This design comes from an exercise in tuning for small area and a short achievable clock period on the open sky130 flow, not from production work. Where RTL was checked, it was by simulation tests only, not by an equivalence proof against the original. Power and IR drop assume default switching activity.

## RGB_to_Gray
module RGB_to_Gray(input CLK, input [7:0] R, input [7:0] G, input [7:0] B, input In_Valid, output reg [7:0] Gray, output reg Out_Valid);
    reg [7:0] r, g, b; reg v0;
    always @(posedge CLK) begin r <= R; g <= G; b <= B; v0 <= In_Valid; end
    wire w8 = ({r[7], r[6], r[5], r[4], r[3], r[2], r[1], r[0]} >= 8'd2);
    wire w9 = ({r[7], r[6], r[5], r[4], r[3], r[2], r[1], r[0]} >= 8'd4);
    wire w10 = ({r[7], r[6], r[5], r[4], r[3], r[2], r[1], r[0]} >= 8'd7);
    wire w11 = ({r[7], r[6], r[5], r[4], r[3], r[2], r[1], r[0]} >= 8'd14);
    wire w12 = ({r[7], r[6], r[5], r[4], r[3], r[2], r[1], r[0]} >= 8'd27);
    wire w13 = ({r[7], r[6], r[5], r[4], r[3], r[2], r[1], r[0]} >= 8'd54);
    wire w14 = ({r[7], r[6], r[5], r[4], r[3], r[2], r[1], r[0]} >= 8'd108);
    wire w15 = ({r[7], r[6], r[5], r[4], r[3], r[2], r[1], r[0]} >= 8'd215);
    wire w24 = ({g[7], g[6], g[5], g[4], g[3], g[2], g[1], g[0]} >= 8'd2);
    wire w25 = ({g[7], g[6], g[5], g[4], g[3], g[2], g[1], g[0]} >= 8'd4);
    wire w26 = ({g[7], g[6], g[5], g[4], g[3], g[2], g[1], g[0]} >= 8'd7);
    wire w27 = ({g[7], g[6], g[5], g[4], g[3], g[2], g[1], g[0]} >= 8'd14);
    wire w28 = ({g[7], g[6], g[5], g[4], g[3], g[2], g[1], g[0]} >= 8'd28);
    wire w29 = ({g[7], g[6], g[5], g[4], g[3], g[2], g[1], g[0]} >= 8'd55);
    wire w30 = ({g[7], g[6], g[5], g[4], g[3], g[2], g[1], g[0]} >= 8'd110);
    wire w31 = ({g[7], g[6], g[5], g[4], g[3], g[2], g[1], g[0]} >= 8'd219);
    wire w41 = ({b[7], b[6], b[5], b[4], b[3], b[2], b[1], b[0]} >= 8'd3);
    wire w42 = ({b[7], b[6], b[5], b[4], b[3], b[2], b[1], b[0]} >= 8'd5);
    wire w43 = ({b[7], b[6], b[5], b[4], b[3], b[2], b[1], b[0]} >= 8'd9);
    wire w44 = ({b[7], b[6], b[5], b[4], b[3], b[2], b[1], b[0]} >= 8'd18);
    wire w45 = ({b[7], b[6], b[5], b[4], b[3], b[2], b[1], b[0]} >= 8'd36);
    wire w46 = ({b[7], b[6], b[5], b[4], b[3], b[2], b[1], b[0]} >= 8'd71);
    wire w47 = ({b[7], b[6], b[5], b[4], b[3], b[2], b[1], b[0]} >= 8'd141);
    wire w48_0, w48_1; ha u48 (r[2], r[1], w48_0, w48_1);
  ...
Size: roughly 660 cells after synthesis, roughly 35 I/O pins, roughly 0.0094 mm² of cells after synthesis.
Settings: LEC_CHECK=0, CAP_MARGIN=20, CORE_MARGIN=2, CORE_UTILIZATION=60, CTS_BUF_LIST=sky130_fd_sc_hd__clkbuf_8, PLACE_DENSITY=0.75, SLEW_MARGIN=20, SYNTH_HIERARCHICAL=1, SYNTH_MINIMUM_KEEP_SIZE=0; clock period 16.0 ns.
standard.sh (not shown) runs the stock make flow with config.mk's settings and CLKGATE_MAP_FILE= SYNTH_SCRIPT=/design/flow/synth_recipe.tcl, a recipe that flattens the netlist after the stock synthesis.
==> flow/flow/run.sh <==
#!/bin/bash
# Standard ORFS layout with the standard synthesis unchanged. Port buffers are
# sky130_fd_sc_hd__buf_2, and timing repair is asked to reach a setup slack of
# 11.95 ns at the design's own clock period and constraints.
set -euo pipefail
export SETUP_SLACK_MARGIN=11.95
export CTS_ARGS="-sink_clustering_enable -repair_clock_nets -dont_use_dummy_load -buf_list sky130_fd_sc_hd__clkbuf_16 -sink_clustering_size 40 -sink_clustering_max_diameter 80"
export BUFFER_PORTS_ARGS="-buffer_cell sky130_fd_sc_hd__buf_2"
bash standard.sh synth > synth.log 2>&1
bash standard.sh > layout.log 2>&1
Change:
==> flow/flow/run.sh (replaced) <==
#!/bin/bash
set -euo pipefail
export SETUP_SLACK_MARGIN=11.95
export CTS_ARGS="-sink_clustering_enable -repair_clock_nets -dont_use_dummy_load -buf_list sky130_fd_sc_hd__clkbuf_8"
export BUFFER_PORTS_ARGS="-buffer_cell sky130_fd_sc_hd__buf_2"
bash standard.sh synth > synth.log 2>&1
bash standard.sh > layout.log 2>&1
Effect: The changed run completed with no timing, DRC or antenna violations. Design area falls by a few percent. Core utilization falls by 2.1 points. Maximum frequency falls slightly. Setup slack gets worse by 0.033 ns.

* * *

## rev 12
RGB_to_Gray, a different RTL version from the one above (not shown whole).
Size in the first run: ~830 cells after synthesis, roughly 140 flip-flops, ~35 I/O pins, roughly 11000 µm² of cells after synthesis.
Settings: LEC_CHECK=0, CAP_MARGIN=20, CORE_MARGIN=2, CORE_UTILIZATION=40, SLEW_MARGIN=20, SYNTH_HIERARCHICAL=1, SYNTH_MINIMUM_KEEP_SIZE=0; clock period 16.0 ns.
==> flow/flow/run.sh <==
#!/bin/bash
# Standard ORFS layout (standard synthesis unchanged); timing repair is asked to
# reach a setup slack of 11.8 ns at the design's own clock period and constraints.
set -euo pipefail
export SETUP_SLACK_MARGIN=11.8
bash standard.sh synth > synth.log 2>&1
bash standard.sh > layout.log 2>&1
Rev 12 completed every stage of the flow, and the final layout passed the timing, DRC and antenna checks.
Changes in rev 13 relative to rev 12:
==> flow/flow/run.sh <==
#!/bin/bash
# Standard ORFS layout (standard synthesis unchanged); timing repair is asked to
# reach a setup slack of 11.9 ns at the design's own clock period and constraints.
set -euo pipefail
export SETUP_SLACK_MARGIN=11.9
export BUFFER_PORTS_ARGS="-buffer_cell sky130_fd_sc_hd__buf_4"
bash standard.sh synth > synth.log 2>&1
bash standard.sh > layout.log 2>&1
Results
Compared with rev 12, in rev 13 global-route usage up 0.24 points; final total power higher; amount of wire on met2 after detailed routing now larger.
No run of this note included a check of the RTL's function; only the layout flow was run.

* * *

RGB_to_Gray with an RTL version that a note above also has.
Size in the first run: about 660 cells after synthesis.
export LEC_CHECK = 0
export CAP_MARGIN = 20
export CORE_MARGIN = 2
export CORE_UTILIZATION = 60
export CTS_BUF_LIST = sky130_fd_sc_hd__clkbuf_8
export PLACE_DENSITY = 0.75
export SLEW_MARGIN = 20
export SYNTH_HIERARCHICAL = 1
export SYNTH_MINIMUM_KEEP_SIZE = 0
create_clock -name core_clock -period 16.0 [get_ports {CLK}]
==> flow/flow/run.sh <==
#!/bin/bash
# Standard ORFS layout with the standard synthesis unchanged. Port buffers are
# sky130_fd_sc_hd__buf_2, and timing repair is asked to reach a setup slack of
# 11.95 ns at the design's own clock period and constraints.
set -euo pipefail
export SETUP_SLACK_MARGIN=11.95
export CTS_ARGS="-sink_clustering_enable -repair_clock_nets -dont_use_dummy_load -buf_list sky130_fd_sc_hd__clkbuf_16 -sink_buffer_max_cap_derate 0.3"
export BUFFER_PORTS_ARGS="-buffer_cell sky130_fd_sc_hd__buf_2"
bash standard.sh synth > synth.log 2>&1
bash standard.sh > layout.log 2>&1
Then changed:
--- a/flow/flow/run.sh
+++ b/flow/flow/run.sh
@@ -7 +7 @@
-export CTS_ARGS="-sink_clustering_enable -repair_clock_nets -dont_use_dummy_load -buf_list sky130_fd_sc_hd__clkbuf_16 -sink_buffer_max_cap_derate 0.3"
+export CTS_ARGS="-sink_clustering_enable -repair_clock_nets -dont_use_dummy_load -buf_list sky130_fd_sc_hd__clkbuf_16 -sink_clustering_size 50 -sink_clustering_max_diameter 500 -sink_clustering_levels 1"
=> Sequential power is about the same; synthesized area stays the same; count of clock-buffer cells in the layout does not change; sequential share of layout area stays the same.
Then changed:
--- a/flow/flow/run.sh
+++ b/flow/flow/run.sh
@@ -7 +7 @@
-export CTS_ARGS="-sink_clustering_enable -repair_clock_nets -dont_use_dummy_load -buf_list sky130_fd_sc_hd__clkbuf_16 -sink_clustering_size 50 -sink_clustering_max_diameter 500 -sink_clustering_levels 1"
+export CTS_ARGS="-repair_clock_nets -dont_use_dummy_load -buf_list sky130_fd_sc_hd__clkbuf_16 -distance_between_buffers 1000 -branching_point_buffers_distance 1000"
Outcome: Total power went down by 0.42%. Setup slack is worse by 0.0046 ns. Sequential share of layout area went up by 0.23 points. Area after synthesis does not change. Count of clock-buffer cells in the layout is unchanged.
Then changed:
--- a/flow/flow/run.sh
+++ b/flow/flow/run.sh
@@ -7 +7 @@
-export CTS_ARGS="-repair_clock_nets -dont_use_dummy_load -buf_list sky130_fd_sc_hd__clkbuf_16 -distance_between_buffers 1000 -branching_point_buffers_distance 1000"
+export CTS_ARGS="-sink_clustering_enable -repair_clock_nets -dont_use_dummy_load -buf_list sky130_fd_sc_hd__clkbuf_8"
Effect: Setup slack is worse by 0.029 ns. Synthesized area stays the same. Die area is unchanged. Combinational power hardly moves. Power goes down by a few percent. Final cell count goes down slightly. Via count goes up slightly. Routed wire length goes down by a few percent.
Then changed:
--- a/flow/flow/run.sh
+++ b/flow/flow/run.sh
@@ -7 +7 @@
-export CTS_ARGS="-sink_clustering_enable -repair_clock_nets -dont_use_dummy_load -buf_list sky130_fd_sc_hd__clkbuf_8"
+export CTS_ARGS="-sink_clustering_enable -repair_clock_nets -dont_use_dummy_load -buf_list sky130_fd_sc_hd__clkbuf_16 -num_static_layers 1"
Outcome: The new run passed the timing, DRC and antenna checks. Setup slack is better by 0.034 ns. Final area rises by about 2.7%. Power rose by 6.0%.

* * *

run A:
Another version of the RTL of RGB_to_Gray (not shown whole).
Size in the first run: about 150 flip-flops, ~35 I/O pins, about 9400 µm² of cells after synthesis.
Settings: LEC_CHECK=0, CAP_MARGIN=20, CORE_MARGIN=2, CORE_UTILIZATION=40, SLEW_MARGIN=20, SYNTH_HIERARCHICAL=1, SYNTH_MINIMUM_KEEP_SIZE=0; clock period 16.0 ns.
==> flow/flow/run.sh <==
#!/bin/bash
# Standard ORFS layout with the standard synthesis unchanged. Port buffers are
# sky130_fd_sc_hd__buf_2, and timing repair is asked to reach a setup slack of
# 11.95 ns at the design's own clock period and constraints.
set -euo pipefail
export SETUP_SLACK_MARGIN=11.95
export BUFFER_PORTS_ARGS="-buffer_cell sky130_fd_sc_hd__buf_2"
bash standard.sh synth > synth.log 2>&1
bash standard.sh > layout.log 2>&1
Run A: flow completed, timing, DRC and antenna clean
--- input diff run A..run B ---
Settings: changing CORE_UTILIZATION from 40 to 60; setting PLACE_DENSITY to 0.75 for the first time; setting CTS_BUF_LIST to sky130_fd_sc_hd__clkbuf_8 for the first time.
--- outcome ---
Run B ended up with a higher global routing usage on met1 than run A did.
Run B against run A: share of the clock period used by the worst path after layout saw little to no change, worst setup slack went down 20 ps, worst max-slew margin expressed relative to the limit fell 8.5 points, hold slack essentially unchanged, post-placement cell count down 125.
Sort run B and run A by maximum frequency, ascending, and run B comes first.
[run B vs run A] wire length: lower in run B
Between run B and run A, it is run B whose clock latency on the worst-skew pair is higher, by 20 ps.
Going from run A to run B, maximum clock skew at final layout shrinks by 11 ps.
When the final numbers for run B and run A were put side by side, the met3 wire length turned out to be greater in run B.
[inputs] run C vs run B
Settings: PLACE_DENSITY: 0.75 -> 0.65; CORE_UTILIZATION: 60 -> 50.
--- outcome ---
Diff run B..run C | clock power | negligible. Re number of antenna repair diodes: no difference whatsoever between run B and run C. Taking run B as the reference, in run C switching power total lost about 2.5%, first-pass GRT wire length picked up an extra about 2.8%, core utilization lost 12 points, number of pins with negative max-slew slack in the final report neither gained nor lost much, first-iteration DRC count lost about 16%. The setup slack in run C was higher than what run B gave.
Input changes introduced in run D (baseline for comparison: run C):
Settings: swapping 50 for 60 in CORE_UTILIZATION; swapping 0.65 for 0.75 in PLACE_DENSITY.
==> flow/flow/run.sh <==
#!/bin/bash
# Standard ORFS layout with the standard synthesis unchanged. Port buffers are
# sky130_fd_sc_hd__buf_2, and timing repair is asked to reach a setup slack of
# 12.00 ns at the design's own clock period and constraints.
set -euo pipefail
export SETUP_SLACK_MARGIN=12.00
export BUFFER_PORTS_ARGS="-buffer_cell sky130_fd_sc_hd__buf_2"
bash standard.sh synth > synth.log 2>&1
bash standard.sh > layout.log 2>&1
==> run notes <==
Measured against each other, run C and run D differ in clock skew, the lower figure coming from run C. Run comparison: run D slowest cell on the critical path sky130_fd_sc_hd__dfxtp_2; run C slowest cell on the critical path sky130_fd_sc_hd__dfxtp_1. Sort run C and run D by worst setup slack asc -> top: run D. Net switching share of the total power: run D > run C. Cmp run C and run D / count of nets after finishing / higher: run C.
diff inputs: run D => run E
Settings: setting CTS_CLUSTER_SIZE to 60 for the first time; removing CTS_BUF_LIST (formerly sky130_fd_sc_hd__clkbuf_8); setting CTS_CLUSTER_DIAMETER to 150 for the first time.
==> flow/flow/run.sh <==
#!/bin/bash
# Standard ORFS layout with the standard synthesis unchanged. Port buffers are
# sky130_fd_sc_hd__buf_2, and timing repair is asked to reach a setup slack of
# 11.95 ns at the design's own clock period and constraints.
set -euo pipefail
export SETUP_SLACK_MARGIN=11.95
export BUFFER_PORTS_ARGS="-buffer_cell sky130_fd_sc_hd__buf_2"
bash standard.sh synth > synth.log 2>&1
bash standard.sh > layout.log 2>&1
--- outcome ---
Run E vs. run D: aggregate routed wire length went up 3.0%, length of routed met3 wiring has decreased. Per the final summary, run E finished and its layout is clean on timing, DRC and antenna. Wire length per cell after detailed routing was higher in the run labelled run E. In run E the fmax turned out about 1.2% higher than in run D. Diff run D -> run E | sum of net half-perimeters after detailed placement | increase of 0.99%. Diff run E..run D | horizontal extent of the die | unchanged.
Relative to run E, the following input files were edited for run F:
Settings: CTS_CLUSTER_DIAMETER: 150 -> unset; CTS_CLUSTER_SIZE: 60 -> unset; CTS_BUF_LIST: unset -> sky130_fd_sc_hd__clkbuf_8.
==> flow/flow/run.sh <==
#!/bin/bash
# Standard ORFS layout with the standard synthesis unchanged. Port buffers are
# sky130_fd_sc_hd__buf_2, and timing repair is asked to reach a setup slack of
# 11.90 ns at the design's own clock period and constraints.
set -euo pipefail
export SETUP_SLACK_MARGIN=11.90
export BUFFER_PORTS_ARGS="-buffer_cell sky130_fd_sc_hd__buf_2"
bash standard.sh synth > synth.log 2>&1
bash standard.sh > layout.log 2>&1
==> comparison <==
Run F: flow completed, timing, DRC and antenna clean. Between run E and run F, overall routing resource usage is lower for run F, run E comes in above that. Summary: total number of vias, run F better than run E. Looking at setup slack of the critical path after layout, run F sits below run E. Against run E, run F comes in 20 higher on cell count.

* * *

Setup of wip/harbor:
RGB_to_Gray again, from the RTL that the note above started with.
==> flow/config.mk <==
export PLATFORM = sky130hd
export DESIGN_NAME = RGB_to_Gray
export DESIGN_NICKNAME = RGB_to_Gray
export VERILOG_FILES = /design/flow/design.v
export SDC_FILE = /design/flow/constraint.sdc
export NUM_CORES = 8
export LEC_CHECK = 0
export CAP_MARGIN = 20
export CORE_MARGIN = 2
export CORE_UTILIZATION = 60
export PLACE_DENSITY = 0.75
export SLEW_MARGIN = 20
export SYNTH_HIERARCHICAL = 1
export SYNTH_MINIMUM_KEEP_SIZE = 0
==> flow/constraint.sdc <==
create_clock -name core_clock -period 16.0 [get_ports {CLK}]
set_input_delay 3.2000 -clock core_clock [delete_from_list [all_inputs] [get_ports {CLK}]]
set_output_delay 3.2000 -clock core_clock [all_outputs]
set_load 0.01 [all_outputs]
==> flow/flow/run.sh <==
#!/bin/bash
# Standard ORFS layout with the standard synthesis unchanged. Port buffers are
# sky130_fd_sc_hd__buf_2, and timing repair is asked to reach a setup slack of
# 11.95 ns at the design's own clock period and constraints.
set -euo pipefail
export SETUP_SLACK_MARGIN=11.95
export BUFFER_PORTS_ARGS="-buffer_cell sky130_fd_sc_hd__buf_2"
bash standard.sh synth > synth.log 2>&1
bash standard.sh > layout.log 2>&1
wip/harbor reached the end of the flow, and the finished layout is clean on the timing, DRC and antenna checks.
Changes in wip/delta relative to wip/harbor:
Settings: a change of PLACE_DENSITY from 0.75 to 0.8; an added CTS_BUF_LIST of sky130_fd_sc_hd__clkbuf_8; a change of CORE_UTILIZATION from 60 to 65.
==> run notes <==
- In the flow results for wip/delta and wip/harbor, the filler-free cell count of the finished design is larger on wip/delta.
- Compared with wip/harbor, in wip/delta count of antenna-violating nets left after detailed routing saw little to no change; initial core utilization saw an increase.
- Multi-input combinational area share, wip/delta and wip/harbor: smaller value in wip/harbor
Modified inputs, wip/willow compared to wip/delta
Settings: changing PLACE_DENSITY from 0.8 to 0.85; removing CTS_BUF_LIST (formerly sky130_fd_sc_hd__clkbuf_8); changing CORE_UTILIZATION from 65 to 75.
Notes after the runs:
Net switching power (wip/willow vs. wip/delta) increases by more than 10%
wip/willow ended with more clock buffer count in the final layout than wip/delta.
Looking at fraction of area in registers across wip/willow and wip/delta, the one that comes out lower is wip/willow.
wip/delta → wip/willow: final critical-path setup slack went down by 140 ps, post-synthesis to final-layout area growth went up.

## what the ideal ports hide
No port has a modelled driver above. Below, the same layouts with a new extraction and two added sets of constraints. Step 1 (the two cells are an assumption about what drives the block):
set clk [get_ports {CLK}]
set_driving_cell -lib_cell sky130_fd_sc_hd__clkbuf_16 $clk
set_driving_cell -lib_cell sky130_fd_sc_hd__buf_2 [delete_from_list [all_inputs] $clk]
Step 2 also shifts input and output timing later by t, the mid clock arrival at the registers, as if the neighbouring blocks saw the same clock. a / b / c = ideal / step 1 / step 2; a / b = the first two.
| run | t (ns) | setup WS [ns] | worst setup path after step 2 |
|---|---|---|---|
| the first run of note 1 | 0.460 | 11.944 / 11.901 / 12.039 | register to register |
| the second run of note 1 | 0.484 | 11.911 / 11.868 / 12.022 | register to register |
| rev 12 | 0.470 | 11.835 / 11.791 / 11.989 | register to register |
| rev 13 | 0.472 | 11.938 / 11.891 / 12.090 | register to register |
| the first run of note 3 | 0.460 | 11.944 / 11.901 / 12.039 | register to register |
| the second run of note 3 | 0.460 | 11.944 / 11.901 / 12.039 | register to register |
| the third run of note 3 | 0.466 | 11.939 / 11.894 / 12.035 | register to register |
| the fourth run of note 3 | 0.484 | 11.911 / 11.868 / 12.022 | register to register |
| the fifth run of note 3 | 0.464 | 11.944 / 11.899 / 12.019 | register to register |
| run A | 0.478 | 11.933 / 11.895 / 11.933 | register to register |
| run B | 0.492 | 11.913 / 11.873 / 12.014 | register to register |
| run C | 0.488 | 11.922 / 11.883 / 12.021 | register to register |
| run D | 0.514 | 11.899 / 11.858 / 12.013 | register to register |
| run E | 0.470 | 11.948 / 11.904 / 11.976 | register to register |
| run F | 0.504 | 11.900 / 11.860 / 12.007 | register to register |
| wip/harbor | 0.470 | 11.948 / 11.904 / 11.976 | register to register |
| wip/delta | 0.497 | 11.909 / 11.873 / 11.978 | register to register |
| wip/willow | 0.463 | 11.768 / 11.768 / 11.768 | register to register |
After both steps every run listed still meets setup and hold.
